This design comes from an exercise in tuning for small area on the open sky130 flow, not from production work. The RTL was checked by simulation tests, not by an equivalence proof against the original design. No activity file was given, so power comes from the tool's default toggle rates.

`flow/design.v`:
```
module Button_debounce (
    input  logic clk,
    input  logic rst,
    input  logic button_in,
    output logic button_out
);
    logic sync_ff1, sync_ff2, state;
    logic [5:0] count;
    wire differ = sync_ff2 ^ state;
    wire last   = count[0] & count[1] & count[2] & count[4];
    wire run    = differ & ~last;
    always_ff @(posedge clk or posedge rst) begin
        if (rst) begin
            sync_ff1 <= 1'b0;
            sync_ff2 <= 1'b0;
            state    <= 1'b0;
        end else begin
            sync_ff1 <= button_in;
            sync_ff2 <= sync_ff1;
            if (differ & last) state <= sync_ff2;
        end
    end
    always_ff @(posedge clk)
        count <= run ? {count[4:0], count[5] ^ count[4]} : 6'b000001;
    assign button_out = state;
endmodule
module winner_detection (
    input  logic [48:0] board,
    output logic        winner_found,
    output logic [2:0]  wcol
);
    logic [5:0] occ [0:6];
    logic [5:0] cp [0:1][0:6];
    always_comb begin
        for (int c = 0; c < 7; c++) begin
            occ[c][5] = board[c*7 + 6];
            for (int i = 4; i >= 0; i--) occ[c][i] = occ[c][i+1] | board[c*7 + i + 1];
            for (int i = 0; i < 6; i++) begin
                cp[0][c][i] = occ[c][i] & board[c*7 + i];
                cp[1][c][i] = occ[c][i] & ~board[c*7 + i];
            end
        end
    end
    logic [1:0] found_p;
    logic [2:0] w_p [0:1];
    always_comb begin
        for (int p = 0; p < 2; p++) begin
            logic [3:0] mh [0:5];
            logic [3:0] md [0:2];
            logic [3:0] ma [0:2];
            logic [6:0] anyv;
            logic anyh, anyd, anya;
            logic [1:0] ch, cd, ca;
            logic [2:0] cv;
            for (int rr = 0; rr < 6; rr++)
                for (int c = 0; c < 4; c++)
                    mh[rr][c] = cp[p][c][rr] & cp[p][c+1][rr] & cp[p][c+2][rr] & cp[p][c+3][rr];
            for (int c = 0; c < 7; c++) begin
                anyv[c] = 1'b0;
                for (int rr = 0; rr < 3; rr++)
                    anyv[c] = anyv[c] | (cp[p][c][rr] & cp[p][c][rr+1] & cp[p][c][rr+2] & cp[p][c][rr+3]);
            end
            for (int rr = 0; rr < 3; rr++)
                for (int c = 0; c < 4; c++) begin
                    md[rr][c] = cp[p][c][rr] & cp[p][c+1][rr+1] & cp[p][c+2][rr+2] & cp[p][c+3][rr+3];
                    ma[rr][c] = cp[p][c][rr+3] & cp[p][c+1][rr+2] & cp[p][c+2][rr+1] & cp[p][c+3][rr];
                end
            anyh = 1'b0; ch = 2'd0;
            for (int rr = 5; rr >= 0; rr--)
                if (|mh[rr]) begin
                    anyh = 1'b1;
                    ch = mh[rr][0] ? 2'd0 : mh[rr][1] ? 2'd1 : mh[rr][2] ? 2'd2 : 2'd3;
                end
            anyd = 1'b0; cd = 2'd0;
            for (int rr = 2; rr >= 0; rr--)
                if (|md[rr]) begin
                    anyd = 1'b1;
                    cd = md[rr][0] ? 2'd0 : md[rr][1] ? 2'd1 : md[rr][2] ? 2'd2 : 2'd3;
                end
            anya = 1'b0; ca = 2'd0;
            for (int rr = 2; rr >= 0; rr--)
                if (|ma[rr]) begin
                    anya = 1'b1;
                    ca = ma[rr][0] ? 2'd0 : ma[rr][1] ? 2'd1 : ma[rr][2] ? 2'd2 : 2'd3;
                end
            cv = 3'd0;
            for (int c = 6; c >= 0; c--)
                if (anyv[c]) cv = 3'(c);
            found_p[p] = anyh | (|anyv) | anyd | anya;
            if (anyh)       w_p[p] = {1'b0, ch} + 3'd3;
            else if (|anyv) w_p[p] = cv;
            else if (anyd)  w_p[p] = {1'b0, cd} + 3'd3;
            else if (anya)  w_p[p] = {1'b0, ca} + 3'd3;
            else            w_p[p] = 3'd0;
        end
    end
    assign winner_found = |found_p;
    assign wcol = found_p[0] ? w_p[0] : w_p[1];
endmodule
module videoGen (
    input  logic [3:0]  xq, yq,
    input  logic [5:0]  xr, yr,
    input  logic [3:0]  st,
    input  logic [48:0] board,
    input  logic [2:0]  sel,
    input  logic [2:0]  wcol,
    output logic [7:0]  red, green, blue
);
    wire s0      = (st == 4'd0);
    wire waiting = st[0] & (st[2] ^ st[1]);           
    wire go_st   = st[3];                             
    function automatic logic xge(input logic [3:0] q, input logic [5:0] rr, input integer X);
        xge = (q > (X + 10) / 55) || (q == (X + 10) / 55 && rr >= (X + 10) % 55);
    endfunction
    function automatic logic xeq(input logic [3:0] q, input logic [5:0] rr, input integer X);
        xeq = (q == (X + 10) / 55) && (rr == (X + 10) % 55);
    endfunction
    function automatic logic yge(input logic [3:0] q, input logic [5:0] rr, input integer Y);
        yge = (q > (Y + 5) / 55) || (q == (Y + 5) / 55 && rr >= (Y + 5) % 55);
    endfunction
    function automatic logic yeq(input logic [3:0] q, input logic [5:0] rr, input integer Y);
        yeq = (q == (Y + 5) / 55) && (rr == (Y + 5) % 55);
    endfunction
    wire x_board = (xq >= 4'd2) && (xq <= 4'd8);
    wire y_board = (yq >= 4'd1) && (yq <= 4'd6);
    wire in_cell    = x_board && (xr < 6'd50) && y_board && (yr < 6'd50);
    wire frame   = (x_board || (xq == 4'd1 && xr >= 6'd50)) && (y_board || (yq == 4'd0 && yr >= 6'd50)) && !in_cell;
    logic [6:0] colv;
    always_comb begin
        case (xq[2:0])
            3'd2:    colv = board[6:0];
            3'd3:    colv = board[13:7];
            3'd4:    colv = board[20:14];
            3'd5:    colv = board[27:21];
            3'd6:    colv = board[34:28];
            3'd7:    colv = board[41:35];
            default: colv = board[48:42];
        endcase
    end
    logic chip, chip_p1;
    always_comb begin
        case (yq[2:0])
            3'd1:    begin chip = colv[6];              chip_p1 = colv[5]; end
            3'd2:    begin chip = |colv[6:5];           chip_p1 = colv[4]; end
            3'd3:    begin chip = |colv[6:4];           chip_p1 = colv[3]; end
            3'd4:    begin chip = |colv[6:3];           chip_p1 = colv[2]; end
            3'd5:    begin chip = |colv[6:2];           chip_p1 = colv[1]; end
            default: begin chip = |colv[6:1];           chip_p1 = colv[0]; end
        endcase
    end
    wire win_cell = (yq[2:0] == 3'd6) && (xq[2:0] == wcol + 3'd2);
    wire sel_x    = x_board && (xq[2:0] == sel + 3'd2) && (xr < 6'd50);
    wire preview  = waiting && sel_x && (yq == 4'd0);
    wire highlight = sel_x && (yq == 4'd0) && (yr >= 6'd45);
    wire y_text = (yq == 4'd0) && (yr >= 6'd10) && (yr < 6'd40);
    wire wa = (yr <= 6'd18);                       
    wire wb = (yr <= 6'd24);                       
    wire wc = (yr >= 6'd14) && (yr <= 6'd30);      
    wire wd = (yr >= 6'd19) && (yr <= 6'd35);      
    wire we = (yr >= 6'd25);                       
    wire wf = (yr >= 6'd31);                       
    wire w_in = (xq == 4'd4 && xr >= 6'd45) || (xq == 4'd5 && xr < 6'd10);
    logic w_pix;
    always_comb begin
        case (xr)
            6'd0, 6'd45:                  w_pix = wa;
            6'd1, 6'd9, 6'd46, 6'd54:     w_pix = wb;
            6'd2, 6'd8, 6'd47, 6'd53:     w_pix = wc;
            6'd3, 6'd7, 6'd48, 6'd52:     w_pix = wd;
            6'd4, 6'd6, 6'd49, 6'd51:     w_pix = we;
            default:                      w_pix = wf;
        endcase
    end
    wire i_pix = (xq == 4'd5) && (xr >= 6'd24) && (xr <= 6'd26);
    wire n_vert = (xq == 4'd5 && xr >= 6'd40 && xr <= 6'd42) || (xq == 4'd6 && xr >= 6'd2 && xr <= 6'd4);
    wire [7:0] s2 = {1'b0, xr, 1'b0} - {2'b0, yr};
    wire n_diag = (xq == 4'd5 && xr >= 6'd42 && s2 >= 8'd72 && s2 <= 8'd77 && !(s2 == 8'd77 && xr <= 6'd44))
               || (xq == 4'd6 && xr <= 6'd2 && s2 >= 8'd219 && s2 <= 8'd223);    
    wire text = y_text && ((w_in && w_pix) || i_pix || n_vert || n_diag);
    wire sy_in  = yge(yq, yr, 100) && !yge(yq, yr, 181);
    wire y100   = yeq(yq, yr, 100);
    wire y140   = yeq(yq, yr, 140);
    wire y180   = yeq(yq, yr, 180);
    wire y_lo   = !yge(yq, yr, 141);    
    wire y_hi   = yge(yq, yr, 140);     
    wire x_S    = xge(xq, xr, 200) && !xge(xq, xr, 241);
    wire x_T1   = xge(xq, xr, 250) && !xge(xq, xr, 291);
    wire x_A    = xge(xq, xr, 300) && !xge(xq, xr, 341);
    wire x_R    = xge(xq, xr, 350) && !xge(xq, xr, 391);
    wire x_T2   = xge(xq, xr, 400) && !xge(xq, xr, 441);
    wire x_Ain  = xge(xq, xr, 310) && !xge(xq, xr, 331);
    wire letters = sy_in && (
          (x_S  && (y100 || y180 || y140 || (xeq(xq, xr, 200) && y_lo) || (xeq(xq, xr, 240) && y_hi)))
       || (x_T1 && (y100 || xeq(xq, xr, 270)))
       || (x_A  && (y100 || xeq(xq, xr, 300) || xeq(xq, xr, 340) || (y140 && x_Ain)))
       || (x_R  && (y100 || xeq(xq, xr, 350) || y140 || (xeq(xq, xr, 390) && y_hi)))
       || (x_T2 && (y100 || xeq(xq, xr, 420))));
    logic [7:0] rr_o, gg_o, bb_o;
    always_comb begin
        rr_o = 8'h00; gg_o = 8'h00; bb_o = 8'h00;
        if (s0) begin
            gg_o = letters ? 8'hFF : 8'h00;
        end else begin
            if (frame) begin rr_o = 8'h00; gg_o = 8'h00; bb_o = 8'h7F; end
            if (in_cell) begin
                if (!chip)        begin rr_o = 8'hFF; gg_o = 8'hFF; bb_o = 8'hFF; end
                else if (win_cell) begin rr_o = 8'hFF; gg_o = 8'hFF; bb_o = 8'h00; end
                else if (chip_p1) begin rr_o = 8'hFF; gg_o = 8'h00; bb_o = 8'h00; end
                else              begin rr_o = 8'h00; gg_o = 8'hFF; bb_o = 8'h00; end
            end
            if (!go_st) begin
                if (highlight) begin rr_o = 8'h00; gg_o = 8'hC0; bb_o = 8'h00; end
                if (preview)   begin rr_o = 8'hA0; gg_o = 8'hA0; bb_o = 8'hA0; end
            end
            if (go_st && text) begin rr_o = 8'hFF; gg_o = 8'hFF; bb_o = 8'h30; end
        end
    end
    assign red = rr_o;
    assign green = gg_o;
    assign blue = bb_o;
endmodule
module toplevel_connect4 (
    input clk,
    input rst,
    input col_left_raw,
    input col_right_raw,
    input confirm_raw,
    input p1_start_raw,
    input p2_start_raw,
    output vgaclk,
    output hsync,
    output vsync,
    output sync_b,
    output blank_b,
    output [7:0] r,
    output [7:0] g,
    output [7:0] b,
    output [6:0] segments,
    output p1_led,
    output p2_led,
    output game_over_led,
    output [3:0] estado
);
    logic left_db, right_db, confirm_db, p1s_db, p2s_db;
    Button_debounce db_left   (.clk(clk), .rst(rst), .button_in(col_left_raw),  .button_out(left_db));
    Button_debounce db_right  (.clk(clk), .rst(rst), .button_in(col_right_raw), .button_out(right_db));
    Button_debounce db_confirm(.clk(clk), .rst(rst), .button_in(confirm_raw),   .button_out(confirm_db));
    Button_debounce db_p1     (.clk(clk), .rst(rst), .button_in(p1_start_raw),  .button_out(p1s_db));
    Button_debounce db_p2     (.clk(clk), .rst(rst), .button_in(p2_start_raw),  .button_out(p2s_db));
    logic toggle;
    logic [3:0] xq, yq;
    logic [5:0] xr, yr;
    always_ff @(posedge clk or posedge rst) begin
        if (rst) toggle <= 1'b0;
        else     toggle <= ~toggle;
    end
    assign vgaclk = toggle;
    wire x_wrap = xq[3] & xq[2] & xq[1] & xr[5] & xr[2] & xr[1] & xr[0];  
    wire xr_end = xr[5] & xr[4] & xr[2] & xr[1];                          
    wire y_wrap = yq[3] & yq[0] & yr[5] & yr[1];                          
    wire yr_end = yr[5] & yr[4] & yr[2] & yr[1];                          
    always_ff @(posedge clk or posedge rst) begin
        if (rst) begin
            xq <= 4'd0; xr <= 6'd10;
            yq <= 4'd0; yr <= 6'd5;
        end else if (!toggle) begin
            if (x_wrap) begin
                xq <= 4'd0; xr <= 6'd10;
                if (y_wrap) begin
                    yq <= 4'd0; yr <= 6'd5;
                end else if (yr_end) begin
                    yq <= yq + 4'd1; yr <= 6'd0;
                end else begin
                    yr <= yr + 6'd1;
                end
            end else if (xr_end) begin
                xq <= xq + 4'd1; xr <= 6'd0;
            end else begin
                xr <= xr + 6'd1;
            end
        end
    end
    function automatic logic xge(input logic [3:0] q, input logic [5:0] rr, input integer X);
        xge = (q > (X + 10) / 55) || (q == (X + 10) / 55 && rr >= (X + 10) % 55);
    endfunction
    function automatic logic xeq(input logic [3:0] q, input logic [5:0] rr, input integer X);
        xeq = (q == (X + 10) / 55) && (rr == (X + 10) % 55);
    endfunction
    function automatic logic yge(input logic [3:0] q, input logic [5:0] rr, input integer Y);
        yge = (q > (Y + 5) / 55) || (q == (Y + 5) / 55 && rr >= (Y + 5) % 55);
    endfunction
    function automatic logic yeq(input logic [3:0] q, input logic [5:0] rr, input integer Y);
        yeq = (q == (Y + 5) / 55) && (rr == (Y + 5) % 55);
    endfunction
    assign hsync   = ~(xge(xq, xr, 656) & ~xge(xq, xr, 752));
    assign vsync   = ~(yge(yq, yr, 490) & ~yge(yq, yr, 492));
    assign sync_b  = hsync & vsync;
    assign blank_b = ~xge(xq, xr, 640) & ~yge(yq, yr, 480);
    logic [3:0] st, nx;
    logic whose_turn;
    logic move;           
    logic winner_found;
    logic all_full;
    wire start_game = p1s_db | p2s_db;
    always_comb begin
        case (st)
            4'd0: nx = start_game ? 4'd1 : 4'd0;
            4'd1: nx = whose_turn ? 4'd4 : 4'd2;
            4'd2: nx = 4'd3;
            4'd3: nx = move ? 4'd7 : 4'd3;
            4'd4: nx = 4'd5;
            4'd5: nx = move ? 4'd7 : 4'd5;
            4'd7: nx = (winner_found | all_full) ? 4'd8 : (whose_turn ? 4'd2 : 4'd4);
            4'd8: nx = start_game ? 4'd0 : 4'd8;
            default: nx = 4'd0;
        endcase
    end
    always_ff @(posedge clk or posedge rst) begin
        if (rst) st <= 4'd0;
        else     st <= nx;
    end
    always_ff @(posedge clk) begin
        if (st[2] & st[1]) begin                       
            if (!(winner_found | all_full)) whose_turn <= ~whose_turn;
        end else if (st == 4'd0 && start_game) begin
            whose_turn <= p2s_db & ~p1s_db;
        end
    end
    wire s0      = (st == 4'd0);
    wire p1_st   = ~st[2] & st[1];                    
    wire p2_st   = st[2] & ~st[1];                    
    wire waiting = st[0] & (st[2] ^ st[1]);           
    wire go_st   = st[3];                             
    assign estado        = st;
    assign p1_led        = p1_st;
    assign p2_led        = p2_st;
    assign game_over_led = go_st;
    logic [11:0] tcnt;
    logic [3:0]  sec;
    logic        timer_done;
    wire reset_timer = ~st[0] & (st[2] ^ st[1]);       
    wire tick        = ((tcnt & 12'hFFB) == 12'hC38);
    wire sec_last    = sec[3] & sec[0];
    always_ff @(posedge clk or posedge rst) begin
        if (rst) begin
            tcnt <= 12'd0;
            sec  <= 4'd0;
        end else if (reset_timer) begin
            tcnt <= 12'd0;
            sec  <= 4'd0;
        end else if (tick) begin
            tcnt <= 12'd0;
            sec  <= sec_last ? 4'd0 : sec + 4'd1;
        end else begin
            tcnt <= {tcnt[10:0], ~(tcnt[0] ^ tcnt[1] ^ tcnt[7] ^ tcnt[11])};
        end
    end
    always_ff @(posedge clk) timer_done <= ~reset_timer & tick & sec_last;
    logic [6:0] seg;
    always_comb begin
        if (sec[3]) seg = sec[0] ? 7'b0010000 : 7'b0000000;
        else begin
            case (sec[2:0])
                3'd0: seg = 7'b1000000;
                3'd1: seg = 7'b1111001;
                3'd2: seg = 7'b0100100;
                3'd3: seg = 7'b0110000;
                3'd4: seg = 7'b0011001;
                3'd5: seg = 7'b0010010;
                3'd6: seg = 7'b0000010;
                default: seg = 7'b1111000;
            endcase
        end
    end
    assign segments = seg;
    logic [6:0] v [0:6];
    logic [5:0] occ [0:6];    
    logic [6:0] top [0:6];    
    logic [6:0] push [0:6];   
    logic [6:0] valid;        
    logic [2:0] sel;
    wire pbit = p1_st;        
    always_comb begin
        for (int c = 0; c < 7; c++) begin
            occ[c][5] = v[c][6];
            for (int i = 4; i >= 0; i--) occ[c][i] = occ[c][i+1] | v[c][i+1];
            for (int i = 0; i < 6; i++) top[c][i] = v[c][i] & ~occ[c][i];
            top[c][6] = v[c][6];
            push[c][0] = top[c][0] ? pbit : v[c][0];
            for (int i = 1; i < 7; i++) push[c][i] = top[c][i] ? pbit : (top[c][i-1] | v[c][i]);
            valid[c] = ~v[c][6];
        end
    end
    always_ff @(posedge clk) begin
        for (int c = 0; c < 7; c++) begin
            if (s0) v[c] <= 7'b0000001;
            else if (move && sel == c && valid[c]) v[c] <= push[c];
        end
    end
    assign all_full = (valid == 7'b0);
    logic left_prev, right_prev, confirm_prev;
    logic [15:0] lfsr;
    logic [2:0]  rcol;
    logic        rvalid;    
    always_ff @(posedge clk) begin
        left_prev    <= left_db;
        right_prev   <= right_db;
        confirm_prev <= confirm_db;
    end
    wire left_pe    = left_db & ~left_prev;
    wire right_pe   = right_db & ~right_prev;
    wire confirm_pe = confirm_db & ~confirm_prev;
    always_ff @(posedge clk or posedge rst) begin
        if (rst) sel <= 3'd3;
        else if (waiting) begin
            if (rvalid)        sel <= rcol;
            else if (right_pe) sel <= (sel == 3'd6) ? 3'd0 : sel + 3'd1;
            else if (left_pe)  sel <= (sel == 3'd0) ? 3'd6 : sel - 3'd1;
        end
    end
    always_ff @(posedge clk)
        move <= waiting & (rvalid | (~right_pe & ~left_pe & confirm_pe & valid[sel]));
    always_ff @(posedge clk or posedge rst) begin
        if (rst) lfsr <= 16'hACE1;
        else     lfsr <= {lfsr[14:0], lfsr[15] ^ lfsr[13] ^ lfsr[12] ^ lfsr[10]};
    end
    logic [2:0] pick;
    logic       pfound;
    function automatic logic [2:0] first_open(input logic [6:0] m);    
        first_open = 3'd0;
        for (int i = 6; i >= 0; i--) if (m[i]) first_open = 3'(i);
    endfunction
    logic [6:0] from_start;    
    always_comb
        for (int i = 0; i < 7; i++) from_start[i] = (lfsr[3:1] == 3'd7) || (3'(i) >= lfsr[3:1]);
    wire [6:0] open_after = valid & from_start;
    assign pick   = (|open_after) ? first_open(open_after) : first_open(valid);
    assign pfound = |valid;
    logic rgen;
    always_ff @(posedge clk) rgen <= waiting & timer_done;
    assign rvalid = rgen & pfound;
    assign rcol = pick;
    wire [48:0] board = {v[6], v[5], v[4], v[3], v[2], v[1], v[0]};
    logic [2:0] wcol;
    winner_detection winner (.board(board), .winner_found(winner_found), .wcol(wcol));
    videoGen picture (.xq(xq), .xr(xr), .yq(yq), .yr(yr), .st(st), .board(board), .sel(sel), .wcol(wcol),
                      .red(r), .green(g), .blue(b));
endmodule
```
`flow/standard.sh`:
```
#!/bin/bash
# synth_recipe.tcl (not shown) runs the flow's synth.tcl, then flattens the netlist and writes it again
# the make line also repeats each setting of config.mk as NAME=value (left out here)
make -C /OpenROAD-flow-scripts/flow DESIGN_CONFIG=/design/flow/config.mk WORK_HOME=/design/flow/orfs CLKGATE_MAP_FILE= SYNTH_SCRIPT=/design/flow/synth_recipe.tcl "${@:-finish}"
```
`flow/flow/areaC.abc`:
```
strash
&get -n
&fraig -x
&put
scorr
dc2
strash
&get -n
&deepsyn -T 150 -S 2
&if -K 6
&mfs -e
&st
&deepsyn -T 60 -S 2
&dch -f
&nf -p -D 8000
&put
```
`flow/config.mk`:
```
export PLATFORM = sky130hd
export DESIGN_NAME = toplevel_connect4
export DESIGN_NICKNAME = toplevel_connect4
export VERILOG_FILES = /design/flow/design.v
export SDC_FILE = /design/flow/constraint.sdc
export NUM_CORES = 4
export LEC_CHECK = 0
export CAP_MARGIN = 20
export CORE_MARGIN = 2
export CORE_UTILIZATION = 65
export CTS_BUF_LIST = sky130_fd_sc_hd__clkbuf_8
export GPL_TIMING_DRIVEN = 0
export SLEW_MARGIN = 20
```
`flow/flow/areaD.abc`:
```
strash
&get -n
&fraig -x
&put
scorr
dc2
strash
&get -n
&deepsyn -T 40 -S 4
&if -K 6
&mfs -e
&st
&deepsyn -T 20 -S 4
&if -K 6
&mfs -e
&st
&deepsyn -T 20 -S 5
&dch -f
&nf -p -D 8000
&put
```
`flow/flow/areaB.abc`:
```
strash
&get -n
&fraig -x
&put
scorr
dc2
strash
&get -n
&deepsyn -T 40 -S 3
&if -K 6
&mfs -e
&st
&deepsyn -T 20 -S 3
&dch -f
&nf -p -D 8000
&put
```
`flow/flow/abc_override.tcl`:
```
# Map the logic with area-oriented ABC scripts (flow/area*.abc) in place of ORFS's speed script: each script is
# run on the same design and the mapping with the smallest cell area is kept. Every other synthesis step, and so
# every register, is the standard synthesis's.
proc abc {args} {
  set i [lsearch -exact $args -script]
  if {$i < 0 || [lsearch -exact $args -dff] >= 0} {
    yosys abc {*}$args
    return
  }
  set lib [lindex $args [expr {[lsearch -exact $args -liberty] + 1}]]
  yosys design -save pre_area_abc
  set best ""
  foreach script $::env(FLOW_AREA_ABC_SCRIPTS) {
    yosys design -load pre_area_abc
    lset args [expr {$i + 1}] $script
    yosys abc {*}$args
    set report [tee -q -s result.string stat -liberty $lib]
    if {![regexp {Chip area for module [^:]*: ([0-9.]+)} $report -> area]} {
      error "no area reported after abc with $script"
    }
    puts "area-abc: $script -> $area"
    if {$best eq "" || $area < $best} {
      set best $area
      yosys design -save best_area_abc
    }
  }
  yosys design -load best_area_abc
  puts "area-abc: kept $best"
}


# No pass-through buffers between output ports that share a net (placement gives every port its own buffer),
# and no full/half-adder cells: ABC maps the arithmetic with the rest of the logic.
set ::env(SYNTH_INSBUF) 0
set ::env(ADDER_MAP_FILE) ""
```
`flow/flow/run.sh`:
```
#!/bin/bash
# The standard layout (standard.sh), except that
#  - synthesis maps the logic with the area-oriented ABC scripts flow/area*.abc and keeps the smallest result,
#    maps adders with the rest of the logic instead of full/half-adder cells, and inserts no buffers between
#    output ports that share a net (every register is the standard synthesis's: only the combinational logic
#    changes; see flow/abc_override.tcl),
#  - the port buffers that placement inserts are sky130_fd_sc_hd__buf_1, and
#  - clock tree synthesis adds no dummy loads.
set -euo pipefail
W=$(pwd)
export FLOW_AREA_ABC_SCRIPTS="$W/flow/areaA.abc $W/flow/areaB.abc $W/flow/areaC.abc $W/flow/areaD.abc"
export BUFFER_PORTS_ARGS="-buffer_cell sky130_fd_sc_hd__buf_1"
export CTS_ARGS="-sink_clustering_enable -repair_clock_nets -buf_list sky130_fd_sc_hd__clkbuf_8 -dont_use_dummy_load"
# synth_recipe.tcl with the abc override inserted after its first line (the synth -nofsm -noshare wrapper)
{ head -n 1 synth_recipe.tcl; cat flow/abc_override.tcl; tail -n +2 synth_recipe.tcl; } > synth_area.tcl
sed "s#SYNTH_SCRIPT=[^ ]*#SYNTH_SCRIPT=$W/synth_area.tcl#" standard.sh > standard_area.sh
grep -q "SYNTH_SCRIPT=$W/synth_area.tcl" standard_area.sh
bash standard_area.sh > flow.log 2>&1
```
`flow/flow/areaA.abc`:
```
strash
&get -n
&fraig -x
&put
scorr
dc2
strash
&get -n
&deepsyn -T 40 -S 1
&if -K 6
&mfs -e
&st
&deepsyn -T 20 -S 1
&dch -f
&nf -p -D 8000
&put
```
`flow/constraint.sdc`:
```
create_clock -name core_clock -period 20.0 [get_ports {clk}]
set_input_delay 4.0000 -clock core_clock [delete_from_list [all_inputs] [get_ports {clk}]]
set_output_delay 4.0000 -clock core_clock [all_outputs]
set_load 0.01 [all_outputs]
```
==> summary.txt, run 1 <==
- Crit path kind: reg -> out
- Clock slew at reported path FFs: roughly 0.09 ns
- Worst slew margin: between 20% and 30%
- Final hold vios: 0
- Longest Clk Path Bufs: 2
- Yosys top cell by area: dfxtp_1
- Register area: 3630 µm²
- Rows: 45
- Asr flop ratio synth: 46.6%
- Initial antenna violation count: 0
- Largest net degree at the start of global routing: 76
- Setup bufs post-CTS: 0
- Largest fanout on the critical path: 17
- DRC viols: 0
- Peak supply drop: around 0.076 mV
- Most flop-heavy register: v
- Tcrit/Tclk final: 52.8%
- Post-synth EDFFs: 1
- First-pass GRT wire length: 51.4 mm
- Largest regs: v: 49 flops, lfsr: 16 flops, tcnt: 12 flops
- Worst Clk Skew: between 0.03 and 0.04 ns
- Hpwl dp: 24.1 mm
- Slew @ Worst Pin: ~1.1 ns
- Top post-synthesis cells by area: dfxtp_1 (17%), dfrtp_1 (15%), nor2_1 (6.0%)
- Synth Cell Area: 9890 µm²
- Clk latency of the worst-skew pair: approximately 0.48 ns
- CP max stage cell: nor3_1
- Combinational share of power: 16.1%
- Clock share of power: 27.8%
- Post-synth top cells: nor2_1 (159), nand2_1 (148), o21ai_0 (107)
- PortBufs: 49
- CP Data Required Time: 16.00 ns
- DR pass1 iterations: 10
- CTS root buffer: clkbuf_8
- Vias in the first global route: about 9700
- TritonCTS sink count: approximately 160
- Initial Util: around two thirds
- Fillers: between 1000 and 1500
- Layout cell share with drive strength beyond 1: 2.73%
- Distinct cells, synth: 64
- Die height: 127 µm
- Leakage: 0.00401 µW
- Final Slew Violations: 0
- Origin of the critical flop-to-flop path: v[0][6]
- Multi-input gate area: 6170 µm²
- Post-synthesis sequential area ratio: 36.7%
- Initial DRC count: 1748
- WHS Path Cells: 0
- Detail Route Antenna Nets: 0
- H-tree levels: 4
- Largest register FFs: a little under 50
- Syn_area_per_cell: around 7.7 µm²
- Tightest Hold Check Type: reg -> reg
- Top FF cell, synth: dfxtp_1
- Sequential Power Share: 56.2%
- GP Congestion: 1.08
- RSZ-0062 raised after global routing: false
- Internal power consumption: about 450 µW
- GRT overflow: 0
- Setup TNS Final: 0 ns
- CP startpoint: v[0][6]
- Die Width: 127 µm
- Post-synth top area share: between 10% and 20%
- Yosys warns: 17
- Min Tclk post-route: about 11 ns
- Critical path data arrival time: between 6 and 7 ns
- Highest clock rate: between 0.09 and 0.1 GHz
- NumNets Final: 1362
- Pwr dens: 61.4 nW/µm²
- FF-to-FF path depth: 14
- Diode count: 0
- Start point of the worst hold path: lfsr[14]
- Placeable Area: 15000 µm²
- Pre-CTS setup slack: 10.24 ns
- Area delta synth->final: 6.97%
- Post-layout instance area: 10600 µm²
- WL final: between 30 and 40 mm
- Sw Share: 30.6%
- Die ar.: 16200 µm²
- Crit-path cells: nor4_1 > nand2_1 > o21ai_0 > nor3_1 > or2_0 > nor3_1 > nand3_1 > nor2_1 > nand4b_1 > nor3_1 > clkinv_1 > o32ai_1 > xnor2_1 > nand3_1 > o41ai_1 > nor2b_1 > o21ai_0 > buf_1
- Crit path launch type: flip-flop
- Total GRT Usage: 40.1%
- I/O pin count: 50
- Count leader, synth: nor2_1
- Post_cts resized: 0
- Maxcap violations: 0
- CP endpoint kind: output pin
- Crit path largest cell delay: 0.68 ns
- Placed Area: 10300 µm²
- Syn_nets: roughly 1300
- Vias/cell: 7.05
- Drt wl/cell: 21.0 µm
- CTS Buf Count: 17
- P_sw: 199 µW
- # hold bufs at CTS: 0
- TritonCTS clock tree: done
- Crit path top cell by count: nor3_1
- Setup violators final: 0
- Vias: 10900
- Run status: no timing/DRC/antenna violations
- Register bit total from synthesis: 161
- Gate Count Post-Synth: 1284
- Final setup margin: 9.44 ns
## layout by cell type, fill, tap and decap left out, types with 9 or more instances in the layout
cell type,instances
o21ai_0,106
nand4_1,38
xor2_1,13
or2_0,9
a21oi_1,105
dfrtp_1,61
nor3_1,65
xnor2_1,17
dfstp_2,14
o22ai_1,15
and2_0,15
clkinv_1,27
a31oi_1,22
nor2b_1,45
nand2_1,148
and3_1,37
a22o_1,20
or4_1,13
dfxtp_1,85
a22oi_1,10
nor4_1,29
clkbuf_8,17
nand3_1,45
a211oi_1,10
nand2b_1,38
nor2_1,159
buf_1,49
## power groups by stage
stage | logic (µW) | registers, µW | clock network, µW
after floorplan | 71.0 | 365 | 0
after global placement | 93.8 | 369 | 0
after detailed placement | 101 | 370 | 0
after CTS | 102 | 364 | 182
after global routing | 114 | 368 | 193
final | 104 | 365 | 181
## area by class of cell
| cell class | count | area share (%) |
|---|---|---|
| flip-flops and latches | 161 | 34.3 |
| inverters | 28 | 1.04 |
| multi-input cells | 1095 | 58.3 |
| repair buffers | 52 | 1.93 |
| well taps | 188 | 2.22 |
| clock buffers | 17 | 2.21 |
## kinds of logic (layout without fill, tap and decap cells)
kind of cell	after synthesis	in the layout	synth area share, %
compound gates	385	385	24.8
xor+xnor	30	30	2.66
fa+ha+maj	1	1	0.101
buf+inv	28	97	1.06
flops	161	161	36.7
mux	8	8	0.873
simple gates	671	671	33.9
## metal layers
layer  share of wire [%]  global-route usage (%)  vias to the layer above
met5                   0                       0                        -
met4                 4.6                    16.5                        0
met3                  13                    9.72                      136
met2                  43                    60.5                      772
met1                  40                    55.5                     4962
li1                    -                       -                     4993
## through the flow
| step | power (µW) | hold slack, ns | utilization (%) | std cells |
|---|---|---|---|---|
| floorplan | 436 | 0.331 | - | 1284 |
| global placement | 463 | 0.334 | 68.6 | 1521 |
| detailed placement | 472 | 0.338 | 68.8 | 1524 |
| CTS | 647 | 0.345 | 70.3 | 1541 |
| global route | 675 | 0.344 | 70.4 | 1541 |
| finish | 650 | 0.340 | 70.4 | 1541 |
## critical path: cells and delay by family (launching register included)
family | cells | cell delay, ns
AND/OR/NAND/NOR | 11 | 2.79
buffers and inverters | 2 | 0.55
AO/OA/AOI/OAI | 4 | 1.98
XOR/XNOR | 1 | 0.18
flip-flops | 1 | 0.57
## path summary, 6_finish.rpt
kind	endpoint	slack (ns)
max in group asynchronous	xq[3]	15.91
worst min register to register	lfsr[15]	0.34
min in group asynchronous	db_right.sync_ff1	3.58
worst max register to register	st[2]	15.26
worst max-delay path	r[4]	9.44
worst min-delay path	lfsr[15]	0.34
==> inputs of run 2 (changes only) <==
--- a/flow/design.v
+++ b/flow/design.v
@@ -177,24 +177,24 @@
     wire n_diag = (xq == 4'd5 && xr >= 6'd42 && s2 >= 8'd72 && s2 <= 8'd77 && !(s2 == 8'd77 && xr <= 6'd44))
                || (xq == 4'd6 && xr <= 6'd2 && s2 >= 8'd219 && s2 <= 8'd223);    
     wire text = y_text && ((w_in && w_pix) || i_pix || n_vert || n_diag);
-    wire sy_in  = yge(yq, yr, 100) && !yge(yq, yr, 181);
-    wire y100   = yeq(yq, yr, 100);
-    wire y140   = yeq(yq, yr, 140);
-    wire y180   = yeq(yq, yr, 180);
-    wire y_lo   = !yge(yq, yr, 141);    
-    wire y_hi   = yge(yq, yr, 140);     
-    wire x_S    = xge(xq, xr, 200) && !xge(xq, xr, 241);
-    wire x_T1   = xge(xq, xr, 250) && !xge(xq, xr, 291);
-    wire x_A    = xge(xq, xr, 300) && !xge(xq, xr, 341);
-    wire x_R    = xge(xq, xr, 350) && !xge(xq, xr, 391);
-    wire x_T2   = xge(xq, xr, 400) && !xge(xq, xr, 441);
-    wire x_Ain  = xge(xq, xr, 310) && !xge(xq, xr, 331);
-    wire letters = sy_in && (
-          (x_S  && (y100 || y180 || y140 || (xeq(xq, xr, 200) && y_lo) || (xeq(xq, xr, 240) && y_hi)))
-       || (x_T1 && (y100 || xeq(xq, xr, 270)))
-       || (x_A  && (y100 || xeq(xq, xr, 300) || xeq(xq, xr, 340) || (y140 && x_Ain)))
-       || (x_R  && (y100 || xeq(xq, xr, 350) || y140 || (xeq(xq, xr, 390) && y_hi)))
-       || (x_T2 && (y100 || xeq(xq, xr, 420))));
+    wire q1 = (yq == 4'd1), q2 = (yq == 4'd2), q3 = (yq == 4'd3);
+    wire y_in  = (q1 && yr >= 6'd50) || q2 || (q3 && yr <= 6'd20);
+    wire y100  = q1 && yr == 6'd50;
+    wire y140  = q2 && yr == 6'd35;
+    wire y180  = q3 && yr == 6'd20;
+    wire y_up  = q1 || (q2 && yr <= 6'd35);            
+    wire y_dn  = (q2 && yr >= 6'd35) || q3;            
+    wire x3 = (xq == 4'd3), x4 = (xq == 4'd4), x5 = (xq == 4'd5), x6 = (xq == 4'd6), x7 = (xq == 4'd7), x8 = (xq == 4'd8);
+    wire in_S   = (x3 && xr >= 6'd45) || (x4 && xr <= 6'd30);      
+    wire in_R   = (x6 && xr >= 6'd30) || (x7 && xr <= 6'd15);      
+    wire in_Ai  = (x5 && xr >= 6'd45) || (x6 && xr <= 6'd10);      
+    wire top    = in_S || (x4 && xr >= 6'd40) || (x5 && (xr <= 6'd25 || xr >= 6'd35)) || (x6 && (xr <= 6'd20 || xr >= 6'd30))
+               || (x7 && (xr <= 6'd15 || xr >= 6'd25)) || (x8 && xr <= 6'd10);
+    wire v_all  = (x5 && (xr == 6'd5 || xr == 6'd35)) || (x6 && (xr == 6'd20 || xr == 6'd30)) || (x7 && xr == 6'd45);
+    wire v_up   = x3 && xr == 6'd45;                                
+    wire v_dn   = (x4 && xr == 6'd30) || (x7 && xr == 6'd15);       
+    wire letters = y_in && ((y100 && top) || (y140 && (in_S || in_Ai || in_R)) || (y180 && in_S)
+                        || v_all || (v_up && y_up) || (v_dn && y_dn));
     logic [7:0] rr_o, gg_o, bb_o;
     always_comb begin
         rr_o = 8'h00; gg_o = 8'h00; bb_o = 8'h00;
--- a/flow/flow/run.sh
+++ b/flow/flow/run.sh
@@ -8,7 +8,7 @@
 #  - clock tree synthesis adds no dummy loads.
 set -euo pipefail
 W=$(pwd)
-export FLOW_AREA_ABC_SCRIPTS="$W/flow/areaA.abc $W/flow/areaB.abc $W/flow/areaC.abc $W/flow/areaD.abc"
+export FLOW_AREA_ABC_SCRIPTS="$W/flow/areaA.abc $W/flow/areaS5.abc $W/flow/areaS6.abc $W/flow/areaC.abc"
 export BUFFER_PORTS_ARGS="-buffer_cell sky130_fd_sc_hd__buf_1"
 export CTS_ARGS="-sink_clustering_enable -repair_clock_nets -buf_list sky130_fd_sc_hd__clkbuf_8 -dont_use_dummy_load"
 # synth_recipe.tcl with the abc override inserted after its first line (the synth -nofsm -noshare wrapper)
==> flow/flow/areaS5.abc (new file) <==
strash
&get -n
&fraig -x
&put
scorr
dc2
strash
&get -n
&deepsyn -T 40 -S 5
&if -K 6
&mfs -e
&st
&deepsyn -T 20 -S 5
&dch -f
&nf -p -D 8000
&put
==> flow/flow/areaS6.abc (new file) <==
strash
&get -n
&fraig -x
&put
scorr
dc2
strash
&get -n
&deepsyn -T 40 -S 6
&if -K 6
&mfs -e
&st
&deepsyn -T 20 -S 6
&dch -f
&nf -p -D 8000
&put
removed: flow/flow/areaB.abc
removed: flow/flow/areaD.abc
==> run 2 against run 1 <==
Synthesized area up 0.92%. Sequential cell count stayed put. Global-route usage grew 2.2 points. Register-to-register slack got worse by 1.2 ns.
==> summary.txt, run 2 <==
- Sw Share: 30.3% (was 30.6%)
- Critical path data arrival time: 7.42 ns (was 6.56 ns)
- Die Width: 128 µm (was 127 µm)
- Crit-path cells: or4_1 > nor3_1 > nand2b_1 > o31ai_1 > a21oi_1 > and4b_1 > nor4bb_1 > nand3b_1 > nor3b_1 > nor3_1 > xnor2_1 > nor4b_1 > o21a_1 > a211oi_1 > o21ai_0 > or3_1 > and2_0 > buf_1 (was nor4_1 > nand2_1 > o21ai_0 > nor3_1 > or2_0 > nor3_1 > nand3_1 > nor2_1 > nand4b_1 > nor3_1 > clkinv_1 > o32ai_1 > xnor2_1 > nand3_1 > o41ai_1 > nor2b_1 > o21ai_0 > buf_1)
- Most common cell after layout, fill and taps aside: nor2_1 (unchanged)
- Final Slew Violations: 0 (unchanged)
- Gate Count Post-Synth: 1262 (was 1284)
- CTS Buf Count: 17 (unchanged)
- CTS root buffer: clkbuf_8 (unchanged)
- Vias in the first global route: 10000 (was 9724)
- Largest register FFs: 49 (unchanged)
- Synth Cell Area: 9980 µm² (was 9890 µm²)
- Layout cell share with drive strength beyond 1: 2.70% (was 2.73%)
- Crit path launch type: flip-flop (unchanged)
- Post_cts resized: 0 (unchanged)
- Fillers: 1182 (was 1258)
- Longest Clk Path Bufs: 2 (unchanged)
- Sequential Power Share: 58.3% (was 56.2%)
- Asr flop ratio synth: 46.6% (unchanged)
- Worst path depth: 18 (unchanged)
- CP max stage cell: nor4bb_1 (was nor3_1)
- Met3 wire len: 4.26 mm (was 4.07 mm)
- H-tree levels: 4 (unchanged)
- Cell family with most CP delay: simple AND/OR/NAND/NOR gates (unchanged)
- Largest regs: v: 49 flops, lfsr: 16 flops, tcnt: 12 flops (unchanged)
- Post-synth top area share: 17.1% (was 17.2%)
- Pwr dens: 60.9 nW/µm² (was 61.4 nW/µm²)
- Yosys top cell by area: dfxtp_1 (unchanged)
- Distinct cells, synth: 69 (was 64)
- WHS Path Cells: 0 (unchanged)
- Met2 wire length: 15.0 mm (was 14.0 mm)
- Initial Util: 66.1% (was 65.8%)
- Reg2reg setup slack: 14.05 ns (was 15.26 ns)
- NumNets Final: 1340 (was 1362)
- Crit path kind: reg -> out (unchanged)
- Maxcap violations: 0 (unchanged)
- Crit path top cell by count: nor3_1 (unchanged)
- Most flop-heavy register: v (unchanged)
- Placeable Area: 15100 µm² (was 15000 µm²)
- Syn_nets: 1269 (was 1291)
- Syn_area_per_cell: 7.91 µm² (was 7.70 µm²)
- Combinational share of power: 13.5% (was 16.1%)
- TritonCTS sink count: 161 (unchanged)
- Peak supply drop: 0.0631 mV (was 0.0761 mV)
- Run status: no timing/DRC/antenna violations (unchanged)
- Post-synth top cells: nor2_1 (151), nand2_1 (129), a21oi_1 (98) (was nor2_1 (159), nand2_1 (148), o21ai_0 (107))
- Worst Clk Skew: 0.0312 ns (was 0.0383 ns)
- Drt wl/cell: 22.6 µm (was 21.0 µm)
- Most frequent cells in the layout: nor2_1 (151), nand2_1 (129), a21oi_1 (98) (was nor2_1 (159), nand2_1 (148), o21ai_0 (106))
- DR pass1 iterations: 8 (was 10)
- DRC viols: 0 (unchanged)
- Largest net degree at the start of global routing: 76 (unchanged)
- Initial antenna violation count: 0 (unchanged)
- Rows: 45 (unchanged)
- Highest clock rate: 0.0876 GHz (was 0.0947 GHz)
- FF-to-FF path depth: 11 (was 14)
- GP Congestion: 1.09 (was 1.08)
- Total GRT Usage: 42.3% (was 40.1%)
- Crit path largest cell delay: 1.00 ns (was 0.68 ns)
- Vias: 11200 (was 10900)
- GRT overflow: 0 (unchanged)
- Top post-synthesis cells by area: dfxtp_1 (17%), dfrtp_1 (15%), nor2_1 (5.7%) (was dfxtp_1 (17%), dfrtp_1 (15%), nor2_1 (6.0%))
- Leakage: 0.00402 µW (was 0.00401 µW)
- Yosys warns: 17 (unchanged)
- CP Buf/Inv Count: 1 (was 2)
- # hold bufs at CTS: 0 (unchanged)
- DR top layer: met5 (was met4)
- Pre-CTS setup slack: 9.62 ns (was 10.24 ns)
- Final hold vios: 0 (unchanged)
- Setup TNS Final: 0 ns (unchanged)
- Setup bufs post-CTS: 0 (unchanged)
- Area delta synth->final: 6.90% (was 6.97%)
- Hpwl dp: 25.2 mm (was 24.1 mm)
- First-pass GRT wire length: 54.1 mm (was 51.4 mm)
- Internal power consumption: 453 µW (was 451 µW)
- CP endpoint kind: output pin (unchanged)
- Clock slew at reported path FFs: 0.08 ns (was 0.09 ns)
- TritonCTS clock tree: done (unchanged)
- Min Tclk post-route: 11.42 ns (was 10.56 ns)
- PortBufs: 49 (unchanged)
- Count leader, synth: nor2_1 (unchanged)
- Detail Route Antenna Nets: 0 (unchanged)
- I/O pin count: 50 (unchanged)
- Slew @ Worst Pin: 1.27 ns (was 1.12 ns)
- Clock share of power: 28.1% (was 27.8%)
- P_sw: 197 µW (was 199 µW)
- Initial DRC count: 1877 (was 1748)
- Final setup margin: 8.58 ns (was 9.44 ns)
- Clk latency of the worst-skew pair: 0.47 ns (was 0.48 ns)
- Post-synthesis sequential area ratio: 36.3% (was 36.7%)
- WL final: 34.4 mm (was 32.4 mm)
- Top FF cell, synth: dfxtp_1 (unchanged)
- Post-synth EDFFs: 1 (unchanged)
- Setup violators final: 0 (unchanged)
- Largest fanout on the critical path: 18 (was 17)
- Die height: 128 µm (was 127 µm)
- CP Data Required Time: 16.00 ns (about the same)
- Tightest Hold Check Type: reg -> reg (unchanged)
- Register bit total from synthesis: 161 (unchanged)
- Vias/cell: 7.34 (was 7.05)
- Tcrit/Tclk final: 57.1% (was 52.8%)
- Worst slew margin: 14.4% (was 24.3%)
- Wl on met1: 13.4 mm (was 12.8 mm)
- RSZ-0062 raised after global routing: false (unchanged)
- Die ar.: 16400 µm² (was 16200 µm²)
==> run 2: cell types whose count changed after synthesis, sizes merged, moves of 8 or more <==
cell,change
nand2,-19
nor4,-14
nor2,-8
o31ai,+17
nand2b,-10
nor3,-16
o21ai,-15
nor2b,-10
nand3,+12
==> run 2: logic make-up after synthesis <==
group           count (synthesis)  share of synthesized area (%)
simple gates                  634                           32.4
xor+xnor                       30                           2.63
flops                         161                           36.3
compound gates                405                           27.0
buf+inv                        26                          0.978
mux                             6                          0.652
==> run 2: through the flow <==
step / util, % / instances / power (µW) / hold WS (ns) / area, µm²
2_1_floorplan: - / 1262 / 433 / 0.331 / 9980
3_3_place_gp: 68.9 / 1499 / 460 / 0.333 / 10400
3_5_place_dp: 69.1 / 1501 / 466 / 0.338 / 10400
4_1_cts: 70.7 / 1518 / 644 / 0.361 / 10700
5_1_grt: 70.7 / 1519 / 671 / 0.368 / 10700
6_report: 70.7 / 1520 / 650 / 0.361 / 10700
==> run 2: path summary, 6_finish.rpt <==
check                        start  endpoint
max                        v[1][6]      g[6]
min reg2reg                lfsr[6]   lfsr[7]
max in group asynchronous      rst     xr[5]
max reg2reg                v[1][6]     st[2]
min                        lfsr[6]   lfsr[7]
min in group asynchronous      rst  lfsr[14]
==> run 2: per-layer routing <==
| layer | vias to the layer above | track usage [%] |
|---|---|---|
| li1 | 4995 | - |
| met1 | 5105 | 57.1 |
| met2 | 877 | 64.4 |
| met3 | 172 | 10.5 |
| met4 | 2 | 18.6 |
| met5 | - | 3.10 |
==> run 2: power groups by stage <==
stage,registers (µW),logic [µW],clock network [µW]
global placement,380,79.7,0
floorplan,372,60.5,0
global route,381,96.3,193
CTS,377,86.1,181
finish,379,88.1,183
detailed placement,382,83.9,0
==> run 2: worst reg2reg max path, cell delays in order, from the launching register on <==
cell      delay (ns)
dfxtp_1         0.61
or4_1           0.79
nor3_1          0.72
nand2b_1        0.37
o31ai_1         0.10
a21oi_1         0.23
and4b_1         0.27
nor4bb_1        1.00
nand3b_1        0.45
or3_1           0.54
or4b_1          0.56
o22ai_1         0.20
==> run 2: layout make-up <==
type                    instances  area (µm²)  area share [%]
well taps                     188         235            2.21
flip-flops and latches        161        3630            34.0
clock buffers                  17         234            2.19
inverters                      26         103           0.962
repair buffers                 52         198            1.85
multi-input cells            1075        6270            58.8
diodes                          1        2.50          0.0235

port drivers added, routing unchanged:
Ports are ideal in the flow. The routed layouts listed here were re-timed in OpenROAD.
Step 1 sets driving cells, clkbuf_16 on the clock port and buf_2 on the other inputs (assumed; they add their load-dependent delay and slew).
Step 2 adds t to the input delays and takes it off the output delays; t is the mean of the earliest and latest rising clock arrival at the registers after step 1. Input paths then give back, and output paths get back, about the clock's delay inside the block.
Slacks: no drivers / after step 1 / after step 2; pairs: no drivers / after step 1.
run | t (ns) | slack for setup (ns) | worst hold slack (ns) | worst setup path after step 2 | worst register clock-pin slew, ns
run 1 | 0.500 | 9.442 / 9.402 / 9.902 | 0.340 / 0.340 / 0.340 | register to output | 0.10 / 0.10
run 2 | 0.495 | 8.582 / 8.542 / 9.037 | 0.361 / 0.361 / 0.361 | register to output | 0.10 / 0.10
After both steps setup and hold are still met in every run listed.
